Background: an optimization exercise with open tools, aiming at small area, a short achievable clock period and few clock cycles. Do not read the settings as production practice. In this exercise RTL edits were held to simulation tests only and were not proved equivalent to the original. Power figures rest on the tool's default switching activity, not on a simulated workload.

`design/flow/run.sh`:
```
#!/bin/bash
# synth_recipe.tcl (not shown) runs the flow's synth.tcl, then flattens the netlist and writes it again
# the make line also repeats each setting of config.mk as NAME=value (left out here)
make -C /OpenROAD-flow-scripts/flow DESIGN_CONFIG=/design/flow/config.mk WORK_HOME=/design/flow/orfs CLKGATE_MAP_FILE= SYNTH_SCRIPT=/design/flow/synth_recipe.tcl finish
```
`design/flow/config.mk`:
```
export PLATFORM = sky130hd
export DESIGN_NAME = top
export DESIGN_NICKNAME = top
export VERILOG_FILES = /design/flow/design.v
export SDC_FILE = /design/flow/constraint.sdc
export NUM_CORES = 4
export LEC_CHECK = 0
export CAP_MARGIN = 20
export CORE_MARGIN = 2
export CORE_UTILIZATION = 40
export SLEW_MARGIN = 20
```
`design/flow/constraint.sdc`:
```
create_clock -name core_clock -period 12.0 [get_ports {clk}]
set_input_delay 2.4000 -clock core_clock [delete_from_list [all_inputs] [get_ports {clk}]]
set_output_delay 2.4000 -clock core_clock [all_outputs]
set_load 0.01 [all_outputs]
```
`design/flow/design.v`:
```
module alu (
    input  logic [31:0] a_i,
    input  logic [31:0] b_i,
    input  logic [2:0]  f3_i,         
    input  logic        sub_i,        
    input  logic        sra_i,        
    input  logic        cmp_signed_i,
    output logic [31:0] sum_o,        
    output logic [31:0] res_o,
    output logic        eq_o,
    output logic        lt_o
);
    logic [32:0] aext, bext, sum33;
    assign aext  = {cmp_signed_i & a_i[31], a_i};
    assign bext  = {cmp_signed_i & b_i[31], b_i};
    assign sum33 = aext + (sub_i ? ~bext : bext) + {32'd0, sub_i};
    assign sum_o = sum33[31:0];
    assign lt_o  = sum33[32];
    assign eq_o  = (a_i == b_i);
    logic [31:0] sh_in, sh_out, a_rev, sh_rev;
    logic        left;
    assign left = ~f3_i[2];
    always_comb
        for (int i = 0; i < 32; i++) begin
            a_rev[i]  = a_i[31-i];
            sh_rev[i] = sh_out[31-i];
        end
    assign sh_in = left ? a_rev : a_i;
    logic signed [32:0] sh_ext;
    assign sh_ext = $signed({sra_i & f3_i[2] & a_i[31], sh_in}) >>> b_i[4:0];
    assign sh_out = sh_ext[31:0];
    always_comb
        case (f3_i)
            3'b000:  res_o = sum_o;
            3'b001:  res_o = sh_rev;
            3'b010,
            3'b011:  res_o = {31'd0, lt_o};
            3'b100:  res_o = a_i ^ b_i;
            3'b101:  res_o = sh_out;
            3'b110:  res_o = a_i | b_i;
            default: res_o = a_i & b_i;
        endcase
endmodule
module reg_file (
    input  logic        clk_i,
    input  logic [4:0]  ad1_i,
    input  logic [4:0]  ad2_i,
    input  logic [4:0]  ad3_i,
    input  logic        we3_i,
    input  logic [31:0] wd3_i,
    output logic [31:0] rd1_o,
    output logic [31:0] rd2_o
);
    logic [31:0] regs [1:31];
    always_ff @(posedge clk_i)
        if (we3_i) regs[ad3_i] <= wd3_i;
    assign rd1_o = (ad1_i != 5'd0) ? regs[ad1_i] : 32'd0;
    assign rd2_o = (ad2_i != 5'd0) ? regs[ad2_i] : 32'd0;
endmodule
module top #(
    parameter ADDR_WIDTH = 5,
              DATA_WIDTH = 32
)(
    input  logic                  clk,
    input  logic                  rst,
    output logic [DATA_WIDTH-1:0] imem_addr_o,
    input  logic [DATA_WIDTH-1:0] imem_data_i,
    output logic [DATA_WIDTH-1:0] dmem_addr_o,
    output logic [DATA_WIDTH-1:0] dmem_wdata_o,
    output logic                  dmem_we_o,
    input  logic [DATA_WIDTH-1:0] dmem_rdata_i
);
    logic [31:0] pc_f;
    logic [31:0] instr_d, pc_d;
    logic        valid_d;
    logic [31:0] a_e, b_e, t_e;
    logic [4:0]  rd_e;
    logic [2:0]  f3_e;
    logic        we_e, load_e, store_e, br_e, jalr_e, pred_e;
    logic        sub_e, sra_e, cmps_e, selt_e;
    logic        fa_m_e, fa_w_e, fb_m_e, fb_w_e, ft_m_e, ft_w_e;
    logic [31:0] res_m, sd_m;
    logic [4:0]  rd_m;
    logic        we_m, load_m, store_m;
    logic [31:0] wd_w;
    logic [4:0]  rd_w;
    logic        we_w;
    logic [6:0] op_d;
    logic [4:0] rd_d, rs1_d, rs2_d;
    logic [2:0] f3_d;
    assign op_d  = instr_d[6:0];
    assign rd_d  = instr_d[11:7];
    assign f3_d  = instr_d[14:12];
    assign rs1_d = instr_d[19:15];
    assign rs2_d = instr_d[24:20];
    logic is_lui, is_auipc, is_jal, is_jalr, is_br, is_load, is_store, is_opimm, is_op;
    assign is_br    =  op_d[6] & ~op_d[2];
    assign is_jalr  =  op_d[6] &  op_d[2] & ~op_d[3];
    assign is_jal   =  op_d[6] &  op_d[3];
    assign is_lui   = ~op_d[6] &  op_d[2] &  op_d[5];
    assign is_auipc = ~op_d[6] &  op_d[2] & ~op_d[5];
    assign is_op    = ~op_d[6] & ~op_d[2] &  op_d[4] &  op_d[5];
    assign is_opimm = ~op_d[6] & ~op_d[2] &  op_d[4] & ~op_d[5];
    assign is_store = ~op_d[6] & ~op_d[2] & ~op_d[4] &  op_d[5];
    assign is_load  = ~op_d[6] & ~op_d[2] & ~op_d[4] & ~op_d[5];
    logic uses1_d, uses2_d, we_d;
    assign uses1_d = ~(is_lui | is_auipc | is_jal);
    assign uses2_d = is_op | is_br | is_store;
    assign we_d    = ~(is_br | is_store) & (rd_d != 5'd0);
    logic [31:0] imm_i, imm_s, imm_b, imm_u, imm_j;
    assign imm_i = {{20{instr_d[31]}}, instr_d[31:20]};
    assign imm_s = {{20{instr_d[31]}}, instr_d[31:25], instr_d[11:7]};
    assign imm_b = {{20{instr_d[31]}}, instr_d[7], instr_d[30:25], instr_d[11:8], 1'b0};
    assign imm_u = {instr_d[31:12], 12'b0};
    assign imm_j = {{12{instr_d[31]}}, instr_d[19:12], instr_d[20], instr_d[30:21], 1'b0};
    logic [31:0] pc_imm, pc_4, rel_imm;
    assign rel_imm = is_br ? imm_b : (is_jal ? imm_j : imm_u);
    assign pc_imm  = pc_d + rel_imm;
    assign pc_4    = pc_d + 32'd4;
    logic [31:0] rf1, rf2, rv1, rv2;
    reg_file regfile (
        .clk_i (clk),
        .ad1_i (rs1_d),
        .ad2_i (rs2_d),
        .ad3_i (rd_w),
        .we3_i (we_w),
        .wd3_i (wd_w),
        .rd1_o (rf1),
        .rd2_o (rf2)
    );
    assign rv1 = (we_w && rd_w == rs1_d) ? wd_w : rf1;
    assign rv2 = (we_w && rd_w == rs2_d) ? wd_w : rf2;
    logic back_d, stall, id_redirect, ex_redirect;
    logic [31:0] ex_target;
    assign back_d      = is_br & instr_d[31];
    assign stall       = valid_d & load_e &
                         ((uses1_d & rs1_d == rd_e) | (uses2_d & rs2_d == rd_e));
    assign id_redirect = valid_d & (is_jal | back_d);
    assign imem_addr_o = pc_f;
    always_ff @(posedge clk, posedge rst)
        if (rst) begin
            pc_f    <= 32'd0;
            valid_d <= 1'b0;
        end else if (ex_redirect) begin
            pc_f    <= ex_target;
            valid_d <= 1'b0;
        end else if (!stall) begin
            pc_f    <= id_redirect ? pc_imm : pc_f + 32'd4;
            valid_d <= ~id_redirect;
        end
    always_ff @(posedge clk)
        if (!stall) begin
            instr_d <= imem_data_i;
            pc_d    <= pc_f;
        end
    logic issue;
    assign issue = valid_d & ~stall & ~ex_redirect;
    always_ff @(posedge clk, posedge rst)
        if (rst) begin
            we_e    <= 1'b0;
            load_e  <= 1'b0;
            store_e <= 1'b0;
            br_e    <= 1'b0;
            jalr_e  <= 1'b0;
        end else begin
            we_e    <= issue & we_d;
            load_e  <= issue & is_load & (rd_d != 5'd0);
            store_e <= issue & is_store;
            br_e    <= issue & is_br;
            jalr_e  <= issue & is_jalr;
        end
    always_ff @(posedge clk) begin
        rd_e   <= rd_d;
        pred_e <= instr_d[31];
        a_e    <= rv1;
        b_e    <= (is_op | is_br) ? rv2 : (is_store ? imm_s : imm_i);
        if (is_store)                 t_e <= rv2;
        else if (is_lui)              t_e <= imm_u;
        else if (is_jal | is_jalr | back_d) t_e <= pc_4;
        else                          t_e <= pc_imm;
        f3_e   <= (is_op | is_opimm) ? f3_d : 3'b000;
        sub_e  <= is_br | ((is_op | is_opimm) & f3_d[2:1] == 2'b01) |
                  (is_op & f3_d == 3'b000 & instr_d[30]);
        sra_e  <= instr_d[30];
        cmps_e <= is_br ? ~f3_d[1] : ~f3_d[0];
        selt_e <= is_lui | is_auipc | is_jal | is_jalr;
        if (is_br) f3_e <= f3_d;
        fa_m_e <= we_e & (rs1_d == rd_e);
        fa_w_e <= we_m & (rs1_d == rd_m);
        fb_m_e <= (is_op | is_br) & we_e & (rs2_d == rd_e);
        fb_w_e <= (is_op | is_br) & we_m & (rs2_d == rd_m);
        ft_m_e <= is_store & we_e & (rs2_d == rd_e);
        ft_w_e <= is_store & we_m & (rs2_d == rd_m);
    end
    logic [31:0] a, b, t, sum, alu_res;
    logic eq, lt, taken;
    assign a = fa_m_e ? res_m : (fa_w_e ? wd_w : a_e);
    assign b = fb_m_e ? res_m : (fb_w_e ? wd_w : b_e);
    assign t = ft_m_e ? res_m : (ft_w_e ? wd_w : t_e);
    alu alu (
        .a_i          (a),
        .b_i          (b),
        .f3_i         (f3_e),
        .sub_i        (sub_e),
        .sra_i        (sra_e),
        .cmp_signed_i (cmps_e),
        .sum_o        (sum),
        .res_o        (alu_res),
        .eq_o         (eq),
        .lt_o         (lt)
    );
    assign taken       = f3_e[0] ^ (f3_e[2] ? lt : eq);
    assign ex_redirect = jalr_e | (br_e & (taken ^ pred_e));
    assign ex_target   = jalr_e ? {sum[31:1], 1'b0} : t_e;
    always_ff @(posedge clk, posedge rst)
        if (rst) begin
            we_m    <= 1'b0;
            store_m <= 1'b0;
        end else begin
            we_m    <= we_e;
            store_m <= store_e;
        end
    always_ff @(posedge clk) begin
        res_m  <= selt_e ? t_e : alu_res;
        sd_m   <= t;
        rd_m   <= rd_e;
        load_m <= load_e;
    end
    assign dmem_addr_o  = res_m;
    assign dmem_wdata_o = sd_m;
    assign dmem_we_o    = store_m;
    always_ff @(posedge clk, posedge rst)
        if (rst) we_w <= 1'b0;
        else     we_w <= we_m;
    always_ff @(posedge clk) begin
        wd_w <= load_m ? dmem_rdata_i : res_m;
        rd_w <= rd_m;
    end
endmodule
```
==> impl_metrics.ini, run 1 <==
[power_and_ir_drop]
ir_worst_vdd_v = 0.000135
p_total_mw = 15.0
combPwrFrac = 0.276
switchingPower_mw = 5.26
switching_share = 0.350
pwr-share-clk = 0.289
intPower_mw = 9.75
pwr-share-seq = 0.434
pwr_density_cell_nw_per_um2 = 190
p_leak_nw = 26.6

[global_route]
grt_pass1_vias = 47708
grt_first_pass_wirelength_um = 359000
gr-total-overflow = 0
grt_usage = 0.281
grt_antenna_before_repair = 18
grt_max_degree = 128

[logic_synthesis]
synthFlopType = edfxtp_1
ys_types = 91
syn_area_um2 = 70200
yosys_register_bits = 1327
synthArstFlopShare = 0.0309
yosysMostFrequentCell = edfxtp_1
synth_top_area_share = 0.451
syn_inst = 5134
synth_edf_count = 1054
yosys-top-cells-count = 1054 x edfxtp_1, 577 x mux4_2, 364 x nand2_1, 357 x nor2_1, 317 x a21oi_1
syn-mean-instance-area_um2 = 13.7
synthTopCellsByArea = edfxtp_1 45%, mux4_2 19%, dfxtp_1 6.6%
ys_seq_area_frac = 0.532
ys_warn_count = 3
synth_area_leader_cell = edfxtp_1

[worst_setup_path]
crit_arrival_ns = 6.64
r2r_end = res_m[20]$_DFF_P_
critPathCaptureType = register
slowest_stage = a2111oi_0
path_cells = buf_4 > nor2b_1 > a21oi_4 > buf_4 > inv_4 > a21oi_1 > fa_1 > nand2b_1 > a211o_1 > a2111oi_0 > or2_2 > a31oi_1 > o21bai_1 > xor2_1 > a211oi_1 > a21oi_1
path_delay_family = compound AO/OA/AOI/OAI gates
r2r_cells = 16
critical_path_class = reg2reg
rrSetupSlack_ns = 6.01
max_stage_delay_ns = 0.70
worstSetupStartpointType = register
critPathMaxFanout = 50
critPathBufInv = 3
regToRegStartpoint = fb_m_e$_DFF_P_
critical_path_required_ns = 12.65

[clock_network]
cts_tree = yes
cts_buffers = 142
post_cts_buffers = 0
ctsHoldBuffers = 0
clockBufferDepth = 3
root_buffer = clkbuf_16
clock_latency_ns = 0.79
cts_sinks = 1327
htreeDepth = 4
cts_resized = 0
clkTransAtPathRegs_ns = 0.06

[routing]
dr.first_iter.drc_count = 6445
post_drt_wl_per_cell_um = 33.6
via_per_inst = 6.46
wl_um = 256000
routed-via-count = 49221
drc = 0
postRouteAntennaNets = 0
dr.pass1.iters = 6

[finish]
nFillCells = 15372
layout-drive-gt1-share = 0.205
nets = 5379
area_growth_pct = 12.7

[floorplan]
ios = 163
die_h_um = 423
core-area_um2 = 174000
initial_core_util = 0.403
die_w_um = 423
row_count = 153
die_area_um2 = 179000

[status]
status = complete, no violations

[sta]
fmax_mhz = 167
period_needed_ns = 5.99
worst_pin_slew_ns = 1.27
finalCritPeriodShare = 0.499
skew_ns = 0.0595
setup_tns_ns = 0
slew_viol_final = 0
rsz0062_at_grt = false
relSlewSlack = 0.144
timing_hold_violations_final = 0
finalSetupViolCount = 0

[hold_path]
holdPathEnd = rd_m[3]$_DFF_P_
min_path_type = reg2reg
worstHoldStart = rd_e[3]$_DFF_P_
holdPathStages = 0

[job]
maxCapViolations = 0

[placed_design]
gp_congestion = 1.01
io_buffers = 160
dp_hpwl_um = 166000
-- state kept, by name, indices dropped and copies added (netlist names), 3 cells and up, named ones only --
signal / cells
wd_w: 32
a_e: 32
rd_m: 5
pc_f: 32
t_e: 32
rd_e: 5
sd_m: 32
regfile.regs: 992
f3_e: 3
rd_w: 5
res_m: 32
pc_d: 32
instr_d: 30
b_e: 32
-- stage by stage --
step | instances | utilization | hold WS (ns) | setup slack (ns) | area (µm²)
after floorplan | 5134 | - | 0.331 | 7.41 | 70200
after global placement | 7365 | 0.429 | 0.388 | 6.28 | 74600
after detailed placement | 7365 | 0.429 | 0.385 | 6.31 | 74600
after CTS | 7618 | 0.454 | 0.398 | 6.22 | 79100
after global routing | 7618 | 0.454 | 0.407 | 5.84 | 79100
final | 7619 | 0.454 | 0.398 | 6.01 | 79100
-- layout make-up --
class                   instances  area [µm²]  share of cell area
multi-input cells            3314       31200               0.394
repair buffers                299        2720              0.0344
diodes                          1        2.50           0.0000316
inverters                     100         379             0.00479
clock inverters                64         632             0.00799
well taps                    2325        2910              0.0368
flip-flops and latches       1327       37400               0.473
clock buffers                 189        3870              0.0490
-- power by group through the flow --
| stage | Clock, mW | Sequential [mW] | Combinational, mW |
|---|---|---|---|
| 3_5_place_dp | 0 | 6.57 | 4.05 |
| 6_report | 4.34 | 6.52 | 4.15 |
| 2_1_floorplan | 0 | 6.45 | 2.08 |
| 3_3_place_gp | 0 | 6.57 | 4.02 |
| 5_1_grt | 4.57 | 6.52 | 4.36 |
| 4_1_cts | 4.40 | 6.48 | 4.06 |
-- logic make-up (layout without fill, tap and decap cells) --
family	count (synthesis)	in the layout	share of synthesized area
simple gates	1052	1052	0.0667
flops	1327	1327	0.532
other cells	0	1	0
buf+inv	493	652	0.0278
fa+ha+maj	129	129	0.0232
xor+xnor	160	160	0.0202
mux	918	918	0.235
compound gates	1055	1055	0.0949
-- per-layer routing --
layer,up-vias,part of all wire,GRT usage
li1,20413,-,-
met3,599,0.093,0.0542
met2,2703,0.46,0.440
met4,6,0.059,0.143
met1,25500,0.39,0.372
met5,-,0.00016,0
-- worst max path at each step --
stage,startpoint,to,slack (ns),depth (start not counted)
floorplan,fb_w_e$_DFF_P_,pc_f[3]$_DFFE_PP0P_,7.41,19
global placement,fb_m_e$_DFF_P_,res_m[20]$_DFF_P_,6.28,16
CTS,fb_m_e$_DFF_P_,res_m[20]$_DFF_P_,6.22,16
detailed placement,fb_m_e$_DFF_P_,pc_f[3]$_DFFE_PP0P_,6.31,17
global route,fb_m_e$_DFF_P_,res_m[16]$_DFF_P_,5.84,16
finish,fb_m_e$_DFF_P_,res_m[20]$_DFF_P_,6.01,16
-- placed cells by master (no fill, tap or decap), drive strengths merged, types with 111 or more instances in the layout --
| master | Yosys | layout |
|---|---|---|
| buf | 125 | 139 |
| edfxtp | 1054 | 1054 |
| mux4 | 577 | 577 |
| dfxtp | 232 | 232 |
| clkbuf | 268 | 189 |
| clkdlybuf4s50 | 0 | 160 |
| mux2i | 269 | 269 |
| nor2 | 357 | 357 |
| ha | 127 | 127 |
| nand2 | 364 | 364 |
| o21ai | 248 | 248 |
| a21oi | 318 | 318 |
| a211oi | 111 | 111 |
Testbench counts, summed over its fixed seeds: cycles 29,488.
==> inputs of run 2 (changes only) <==
--- a/design/flow/design.v
+++ b/design/flow/design.v
@@ -44,17 +44,21 @@
 module reg_file (
     input  logic        clk_i,
-    input  logic [4:0]  ad1_i,
-    input  logic [4:0]  ad2_i,
-    input  logic [4:0]  ad3_i,
+    input  logic [4:0]  ad1_i, ad2_i, ad3_i,
     input  logic        we3_i,
     input  logic [31:0] wd3_i,
-    output logic [31:0] rd1_o,
-    output logic [31:0] rd2_o
+    output logic [31:0] rd1_o, rd2_o
 );
     logic [31:0] regs [1:31];
     always_ff @(posedge clk_i)
         if (we3_i) regs[ad3_i] <= wd3_i;
-    assign rd1_o = (ad1_i != 5'd0) ? regs[ad1_i] : 32'd0;
-    assign rd2_o = (ad2_i != 5'd0) ? regs[ad2_i] : 32'd0;
+    logic [31:1] s1, s2;
+    always_comb begin
+        rd1_o = '0; rd2_o = '0;
+        for (int i = 1; i < 32; i++) begin
+            s1[i] = (ad1_i == i); s2[i] = (ad2_i == i);
+            rd1_o = rd1_o | ({32{s1[i]}} & regs[i]);
+            rd2_o = rd2_o | ({32{s2[i]}} & regs[i]);
+        end
+    end
 endmodule
 module top #(
@@ -71,6 +75,7 @@
     input  logic [DATA_WIDTH-1:0] dmem_rdata_i
 );
-    logic [31:0] pc_f;
-    logic [31:0] instr_d, pc_d;
+    logic [11:2] pc_f;
+    logic [31:0] instr_d;
+    logic [11:2] pc_d;
     logic        valid_d;
     logic [31:0] a_e, b_e, t_e;
@@ -114,8 +119,9 @@
     assign imm_u = {instr_d[31:12], 12'b0};
     assign imm_j = {{12{instr_d[31]}}, instr_d[19:12], instr_d[20], instr_d[30:21], 1'b0};
-    logic [31:0] pc_imm, pc_4, rel_imm;
-    assign rel_imm = is_br ? imm_b : (is_jal ? imm_j : imm_u);
+    logic [11:2] pc_imm, rel_imm;
+    logic [12:2] pc_4;
+    assign rel_imm = is_br ? imm_b[11:2] : imm_j[11:2];
     assign pc_imm  = pc_d + rel_imm;
-    assign pc_4    = pc_d + 32'd4;
+    assign pc_4    = {1'b0, pc_d} + 11'd1;
     logic [31:0] rf1, rf2, rv1, rv2;
     reg_file regfile (
@@ -132,26 +138,25 @@
     assign rv2 = (we_w && rd_w == rs2_d) ? wd_w : rf2;
     logic back_d, stall, id_redirect, ex_redirect;
-    logic [31:0] ex_target;
+    logic [11:2] ex_target;
     assign back_d      = is_br & instr_d[31];
     assign stall       = valid_d & load_e &
                          ((uses1_d & rs1_d == rd_e) | (uses2_d & rs2_d == rd_e));
     assign id_redirect = valid_d & (is_jal | back_d);
-    assign imem_addr_o = pc_f;
+    assign imem_addr_o = {20'd0, pc_f, 2'b00};
     always_ff @(posedge clk, posedge rst)
         if (rst) begin
-            pc_f    <= 32'd0;
+            pc_f    <= 10'd0;
             valid_d <= 1'b0;
-        end else if (ex_redirect) begin
-            pc_f    <= ex_target;
-            valid_d <= 1'b0;
-        end else if (!stall) begin
-            pc_f    <= id_redirect ? pc_imm : pc_f + 32'd4;
-            valid_d <= ~id_redirect;
-        end
-    always_ff @(posedge clk)
-        if (!stall) begin
-            instr_d <= imem_data_i;
-            pc_d    <= pc_f;
-        end
+        end else begin
+            if (ex_redirect)      pc_f <= ex_target;
+            else if (stall)       pc_f <= pc_d;
+            else if (id_redirect) pc_f <= pc_imm;
+            else                  pc_f <= pc_f + 10'd1;
+            valid_d <= ~(ex_redirect | stall | id_redirect);
+        end
+    always_ff @(posedge clk) begin
+        instr_d <= imem_data_i;
+        pc_d    <= pc_f;
+    end
     logic issue;
     assign issue = valid_d & ~stall & ~ex_redirect;
@@ -177,6 +182,7 @@
         if (is_store)                 t_e <= rv2;
         else if (is_lui)              t_e <= imm_u;
-        else if (is_jal | is_jalr | back_d) t_e <= pc_4;
-        else                          t_e <= pc_imm;
+        else if (is_auipc)            t_e <= {imm_u[31:12], pc_d, 2'b00};
+        else if (is_jal | is_jalr | back_d) t_e <= {19'd0, pc_4, 2'b00};
+        else                          t_e <= {20'd0, pc_imm, 2'b00};
         f3_e   <= (is_op | is_opimm) ? f3_d : 3'b000;
         sub_e  <= is_br | ((is_op | is_opimm) & f3_d[2:1] == 2'b01) |
@@ -212,5 +218,5 @@
     assign taken       = f3_e[0] ^ (f3_e[2] ? lt : eq);
     assign ex_redirect = jalr_e | (br_e & (taken ^ pred_e));
-    assign ex_target   = jalr_e ? {sum[31:1], 1'b0} : t_e;
+    assign ex_target   = jalr_e ? sum[11:2] : t_e[11:2];
     always_ff @(posedge clk, posedge rst)
         if (rst) begin
==> design/flow/flow/run.sh (new file) <==
#!/bin/bash
set -e
export SETUP_SLACK_MARGIN=${MARGIN:-8}
bash standard.sh > standard.log 2>&1
==> design/flow/standard.sh (new file) <==
#!/bin/bash
# synth_recipe.tcl (not shown) runs the flow's synth.tcl, then flattens the netlist and writes it again
# the make line also repeats each setting of config.mk as NAME=value (left out here)
make -C /OpenROAD-flow-scripts/flow DESIGN_CONFIG=/design/flow/config.mk WORK_HOME=/design/flow/orfs CLKGATE_MAP_FILE= SYNTH_SCRIPT=/design/flow/synth_recipe.tcl "${@:-finish}"
removed: design/flow/run.sh
==> run 2 against run 1 <==
Against the previous run: core utilization increased by 2.5 points; via count increased by 8.9%; global-route usage increased by 11 points; combinational power decreased by about 30%; register-to-register slack improved by 1.8 ns; setup slack improved by 1.8 ns; first-iteration DRC count increased by 100%; critical path type unchanged; largest power group unchanged.
==> impl_metrics.ini, run 2 <==
[routing]
via_per_inst = 7.39
dr.first_iter.drc_count = 12933
routed-via-count = 53617
drc = 0
post_drt_wl_per_cell_um = 42.3
dr.pass1.iters = 12
postRouteAntennaNets = 0
wl_um = 307000

[global_route]
grt_max_degree = 65
grt_pass1_vias = 49386
gr-total-overflow = 0
grt_antenna_before_repair = 12
grt_first_pass_wirelength_um = 407000
grt_usage = 0.386

[floorplan]
initial_core_util = 0.402
die_h_um = 392
die_area_um2 = 154000
die_w_um = 392
core-area_um2 = 150000
ios = 163
row_count = 142

[finish]
instances_no_fill = 7259
largest_register = regfile.regs
area_growth_pct = 19.3
mostFrequentLayoutCell = edfxtp_1
layout-drive-gt1-share = 0.185
fin_area_um2 = 71800
most-common-layout-cells = 992 x edfxtp_1, 409 x a22oi_1, 265 x a22o_1, 258 x a221oi_1, 246 x buf_4
nets = 5295
largest_reg_flops = 992

[sta]
finalSetupViolCount = 0
worst_pin_slew_ns = 1.42
period_needed_ns = 4.23
finalCritPeriodShare = 0.352
rsz0062_at_grt = true
setup_ws_ns = 7.77
relSlewSlack = 0.0445
fmax_mhz = 237
setup_tns_ns = 0
skew_ns = 0.0545
timing_hold_violations_final = 0
slew_viol_final = 0

[clock_network]
clock_latency_ns = 0.86
cts_buffers = 137
clockBufferDepth = 3
cts_sinks = 1273
root_buffer = clkbuf_16
clkTransAtPathRegs_ns = 0.06
cts_tree = yes
ctsHoldBuffers = 0
htreeDepth = 4

[placed_design]
dp_hpwl_um = 171000
io_buffers = 138
dp.cells = 6895
gp_congestion = 1.01
pre_cts_ws_ns = 6.17
place_area_um2 = 64700

[power_and_ir_drop]
ir_worst_vdd_v = 0.000148
pwr_density_cell_nw_per_um2 = 179
p_leak_nw = 24.2

[logic_synthesis]
synthFlopType = edfxtp_1
syn-mean-instance-area_um2 = 12.2
ys_warn_count = 3
synthTopCellsByArea = edfxtp_1 50%, dfxtp_1 8.7%, a22oi_1 5.1%
ys_types = 84
yosysMostFrequentCell = edfxtp_1
syn_inst = 4934
synthArstFlopShare = 0.0149
synth_area_leader_cell = edfxtp_1
ys_seq_area_frac = 0.590
yosys_register_bits = 1273
yosys-top-cells-count = 992 x edfxtp_1, 411 x a22oi_1, 317 x nor2_1, 306 x clkbuf_1
syn_area_um2 = 60200
synth_top_area_share = 0.495
synth_edf_count = 992

[worst_setup_path]
crit_arrival_ns = 4.94
worstSetupStartpointType = register
critPathBufInv = 4
r2r_cells = 18
slowest_stage = dfxtp_4
critical_path_class = reg2reg
max_stage_delay_ns = 0.46
critical_path_required_ns = 12.72
worst-path-stages = 18
critPathMaxFanout = 8
path_cells = buf_16 > mux2i_1 > nor2_1 > a21oi_2 > xnor2_2 > ha_4 > a21o_1 > a21o_1 > a21oi_4 > o211ai_1 > buf_4 > a32oi_4 > buf_12 > mux2i_4 > a21o_4 > nand4_1 > buf_4 > nor4b_4
critPathCaptureType = register
path_delay_family = compound AO/OA/AOI/OAI gates

[hold_path]
min_path_type = reg2reg
holdPathStages = 0

[status]
status = complete, no violations

[job]
maxCapViolations = 0
[run 2: cell types whose count changed after synthesis, moves of 40 or more]
cell / change
nor3_1: +43
mux2i_1: -93
a211oi_1: -81
nor2_1: -40
a221oi_1: +248
mux4_2: -551
a21oi_1: -97
a222oi_1: +64
o21ai_0: -108
nand2_1: -145
nand4_1: +127
a22oi_1: +403
a22o_1: +258
edfxtp_1: -62
[run 2: kinds of logic after synthesis]
group           synth area share
compound gates             0.204
flops                      0.590
simple gates              0.0839
buf+inv                   0.0335
mux                       0.0507
fa+ha+maj                 0.0227
xor+xnor                  0.0148
other cells            0.0000623
[run 2: area by class of cell]
class | count | area [µm²]
Fill cell | 13260 | 77800
Sequential cell | 1273 | 35700
Multi-Input combinational cell | 3192 | 24600
Timing Repair Buffer | 424 | 3980
Clock buffer | 165 | 3610
Tap cell | 2016 | 2520
Clock inverter | 91 | 1020
Inverter | 93 | 385
Antenna cell | 5 | 12.5
[run 2: timing repair]
| action | 4_1_cts | 5_1_grt |
|---|---|---|
| pin swaps | 21 | 55 |
| buffers inserted | 40 | 50 |
| gates cloned | 11 | 2 |
| resized for setup | 331 | 112 |
| endpoints found under the setup margin | 181 | 56 |
[run 2: final timing paths]
kind                                    from           endpoint  slack (ns)
setup reg to reg              fb_w_e$_DFF_P_   load_e$_DFF_PP0_        7.77
hold reg to reg            store_e$_DFF_PP0_  store_m$_DFF_PP0_        0.35
setup / recovery              fb_w_e$_DFF_P_   load_e$_DFF_PP0_        7.77
hold / removal             store_e$_DFF_PP0_  store_m$_DFF_PP0_        0.35
min in group asynchronous                rst     we_e$_DFF_PP0_        2.04
max in group asynchronous                rst  pc_f[2]$_DFF_PP0_        9.39
[run 2: stage by stage]
stage	hold WS (ns)	utilization	power, mW
after floorplan	0.331	-	6.91
after global placement	0.336	0.432	8.10
after detailed placement	0.342	0.432	8.11
after CTS	0.356	0.473	12.5
after global routing	0.364	0.480	13.2
final	0.352	0.480	12.9
[run 2: power breakdown]
group,internal (mW),switching [mW]
combinational,1.01,1.91
clock,2.44,1.95
sequential,5.23,0.335
total,8.68,4.20
[run 2: metal layers]
| metal | GRT usage | vias to the layer above | share of wire |
|---|---|---|---|
| met5 | 0.000957 | - | 0.0015 |
| met3 | 0.153 | 1522 | 0.17 |
| met4 | 0.255 | 20 | 0.086 |
| li1 | - | 20282 | - |
| met2 | 0.525 | 5778 | 0.39 |
| met1 | 0.504 | 26015 | 0.35 |
Testbench counts of run 2, summed over its fixed seeds: cycles 29,556.
==> inputs of run 3 (changes only) <==
==> design/flow/run.sh (new file) <==
#!/bin/bash
# synth_recipe.tcl (not shown) runs the flow's synth.tcl, then flattens the netlist and writes it again
# the make line also repeats each setting of config.mk as NAME=value (left out here)
make -C /OpenROAD-flow-scripts/flow DESIGN_CONFIG=/design/flow/config.mk WORK_HOME=/design/flow/orfs CLKGATE_MAP_FILE= SYNTH_SCRIPT=/design/flow/synth_recipe.tcl finish
removed: design/flow/flow/run.sh
removed: design/flow/standard.sh
==> run 3 against run 2 <==
Against the previous run: count of clock-buffer cells in the layout shrank 5; critical path depth shrank 1; sequential cell count is the same; largest cell class unchanged; largest power group unchanged.
==> impl_metrics.ini, run 3 <==
[clock_network]
clockBufferDepth = 3
post_cts_buffers = 0
ctsHoldBuffers = 0
clkTransAtPathRegs_ns = 0.06
cts_sinks = 1273
clock_latency_ns = 0.80
cts_tree = yes
cts_resized = 0
htreeDepth = 4
cts_buffers = 135
root_buffer = clkbuf_16

[logic_synthesis]
synthFlopType = edfxtp_1
yosysMostFrequentCell = edfxtp_1
synthArstFlopShare = 0.0149
synth_edf_count = 992
ys_seq_area_frac = 0.590
syn_inst = 4934
ys_warn_count = 3
yosys-top-cells-count = 992 x edfxtp_1, 411 x a22oi_1, 317 x nor2_1, 306 x clkbuf_1
synth_top_area_share = 0.495
yosys_register_bits = 1273
synthTopCellsByArea = edfxtp_1 50%, dfxtp_1 8.7%, a22oi_1 5.1%
syn_area_um2 = 60200
synth_area_leader_cell = edfxtp_1
ys_types = 84
syn-mean-instance-area_um2 = 12.2

[finish]
nets = 5207
area_growth_pct = 15.2
layout-drive-gt1-share = 0.126
most-common-layout-cells = 992 x edfxtp_1, 411 x a22oi_1, 265 x a221oi_1, 265 x a22o_1, 252 x dfxtp_1
mostFrequentLayoutCell = edfxtp_1
nFillCells = 13524
largest_register = regfile.regs
utilization = 0.463
largest_reg_flops = 992

[global_route]
grt_pass1_vias = 49099
grt_antenna_before_repair = 11
grt_max_degree = 70
grt_usage = 0.378
grt_first_pass_wirelength_um = 401000
gr-total-overflow = 0

[sta]
whs_ns = 0.352
slew_viol_final = 0
setup_ws_ns = 6.14
setup_tns_ns = 0
worst_pin_slew_ns = 1.29
skew_ns = 0.0364
period_needed_ns = 5.86
finalSetupViolCount = 0
finalCritPeriodShare = 0.489
timing_hold_violations_final = 0
relSlewSlack = 0.133
fmax_mhz = 171
rsz0062_at_grt = false

[worst_setup_path]
crit_arrival_ns = 6.50
critical_path_class = reg2reg
critical_path_required_ns = 12.63
r2r_cells = 17
critPathCaptureType = register
worstSetupStartpointType = register
critPathMaxFanout = 48

[hold_path]
min_path_type = reg2reg
holdPathStages = 0

[placed_design]
gp_congestion = 1.03
io_buffers = 138
pre_cts_ws_ns = 6.44
dp_hpwl_um = 172000

[floorplan]
die_area_um2 = 154000
ios = 163
core-area_um2 = 150000
initial_core_util = 0.402
row_count = 142
die_w_um = 392
die_h_um = 392

[power_and_ir_drop]
ir_worst_vdd_v = 0.000128
pwr-share-clk = 0.343
switching_share = 0.322
pwr-share-seq = 0.441
combPwrFrac = 0.216
switchingPower_mw = 4.01
pwr_density_cell_nw_per_um2 = 180
p_leak_nw = 23.2
intPower_mw = 8.45

[routing]
wl_um = 299000
dr.pass1.iters = 13
postRouteAntennaNets = 0
routed-via-count = 52857
via_per_inst = 7.38
dr.first_iter.drc_count = 12643
drc = 0
post_drt_wl_per_cell_um = 41.8

[status]
status = complete, no violations

[job]
maxCapViolations = 0
[run 3: cell counts after synthesis]
Identical to the previous run, type by type.
[run 3: path summary, 6_finish.rpt]
kind | startpoint | endpoint | slack, ns
max in group asynchronous | rst | br_e$_DFF_PP0_ | 9.36
setup reg to reg | fb_w_e$_DFF_P_ | pc_f[9]$_DFF_PP0_ | 6.14
hold / removal | store_e$_DFF_PP0_ | store_m$_DFF_PP0_ | 0.35
hold reg to reg | store_e$_DFF_PP0_ | store_m$_DFF_PP0_ | 0.35
setup / recovery | fb_w_e$_DFF_P_ | pc_f[9]$_DFF_PP0_ | 6.14
min in group asynchronous | rst | pc_f[3]$_DFF_PP0_ | 2.11
[run 3: cell families (layout without fill, tap and decap cells)]
logic type	Yosys count	count (layout)	share of synthesized area
and+or+nand+nor	1055	1055	0.0839
adders and majority gates	108	108	0.0227
muxes	264	264	0.0507
buffers and inverters	492	679	0.0335
xor gates and xnor gates	102	102	0.0148
DFF	1273	1273	0.590
other	1	31	0.0000623
AOI/OAI and AO/OA	1639	1639	0.204
[run 3: worst max-delay path: stages, from the launching register on]
cell       delay, ns
dfxtp_2         0.31
buf_4           0.60
mux2i_1         0.28
o21a_2          0.13
buf_4           0.53
xnor2_1         0.22
inv_1           0.09
fa_1            0.43
nand2b_1        0.21
a21oi_1         0.35
o21bai_1        0.36
o21ai_0         0.28
buf_4           0.19
a32oi_1         0.16
mux2i_1         0.56
a21oi_1         0.42
a2111oi_0       0.45
o31ai_1         0.11
[run 3: area by class of cell]
cell class / count / area, µm² / share of cell area
sequential: 1273 / 35500 / 0.513
multi-input combinational: 3190 / 23500 / 0.339
clock buffer: 160 / 3550 / 0.0513
timing repair buffer: 340 / 2910 / 0.0420
tap: 2016 / 2520 / 0.0364
clock inverter: 86 / 910 / 0.0131
inverter: 93 / 357 / 0.00515
antenna: 9 / 22.5 / 0.000325
[run 3: power by group through the flow]
stage / clock network [mW] / logic (mW) / registers, mW
6_report: 4.27 / 2.69 / 5.49
5_1_grt: 4.43 / 2.80 / 5.50
4_1_cts: 4.27 / 2.57 / 5.48
3_5_place_dp: 0 / 2.56 / 5.57
3_3_place_gp: 0 / 2.55 / 5.57
2_1_floorplan: 0 / 1.31 / 5.60
[run 3: metal layers]
layer  wire (µm)  track usage  share of wire
met5         138            0        0.00046
met4       24800        0.242          0.083
met3       49600        0.151           0.17
met2      118000        0.518           0.40
met1      106000        0.494           0.36
[run 3: metrics by stage]
stage                     cells  area [µm²]  total power [mW]
after detailed placement   6911       64800              8.14
after global placement     6911       64800              8.12
after global routing       7158       69300              12.7
after CTS                  7157       69200              12.3
after floorplan            4955       60200              6.91
final                      7167       69300              12.5

## static timing again, ports no longer ideal
No port has a modelled driver above. Below, the same layouts with a new extraction and two added sets of constraints. Step 1 (the two cells are an assumption about what drives the block):
set clk [get_ports {clk}]
set_driving_cell -lib_cell sky130_fd_sc_hd__clkbuf_16 $clk
set_driving_cell -lib_cell sky130_fd_sc_hd__buf_2 [delete_from_list [all_inputs] $clk]
Step 2 adds t to the input delays and takes it off the output delays; t is the mean of the earliest and latest rising clock arrival at the registers after step 1. Input paths then give back, and output paths get back, about the clock's delay inside the block. a / b / c = ideal ports / drivers / drivers and shift; a / b = the first two.
run | shift t [ns] | setup slack, ns | worst setup path after step 2 | worst slew at a driven data input, ns | cell pins on the clock port's net
run 1 | 0.836 | 6.010 / 6.010 / 6.010 | register to register | 0.09 | 1
run 2 | 0.917 | 7.772 / 7.772 / 7.772 | register to register | 0.09 | 1
run 3 | 0.879 | 6.136 / 6.136 / 6.136 | register to register | 0.08 | 1
After both steps setup and hold are still met in every run listed.
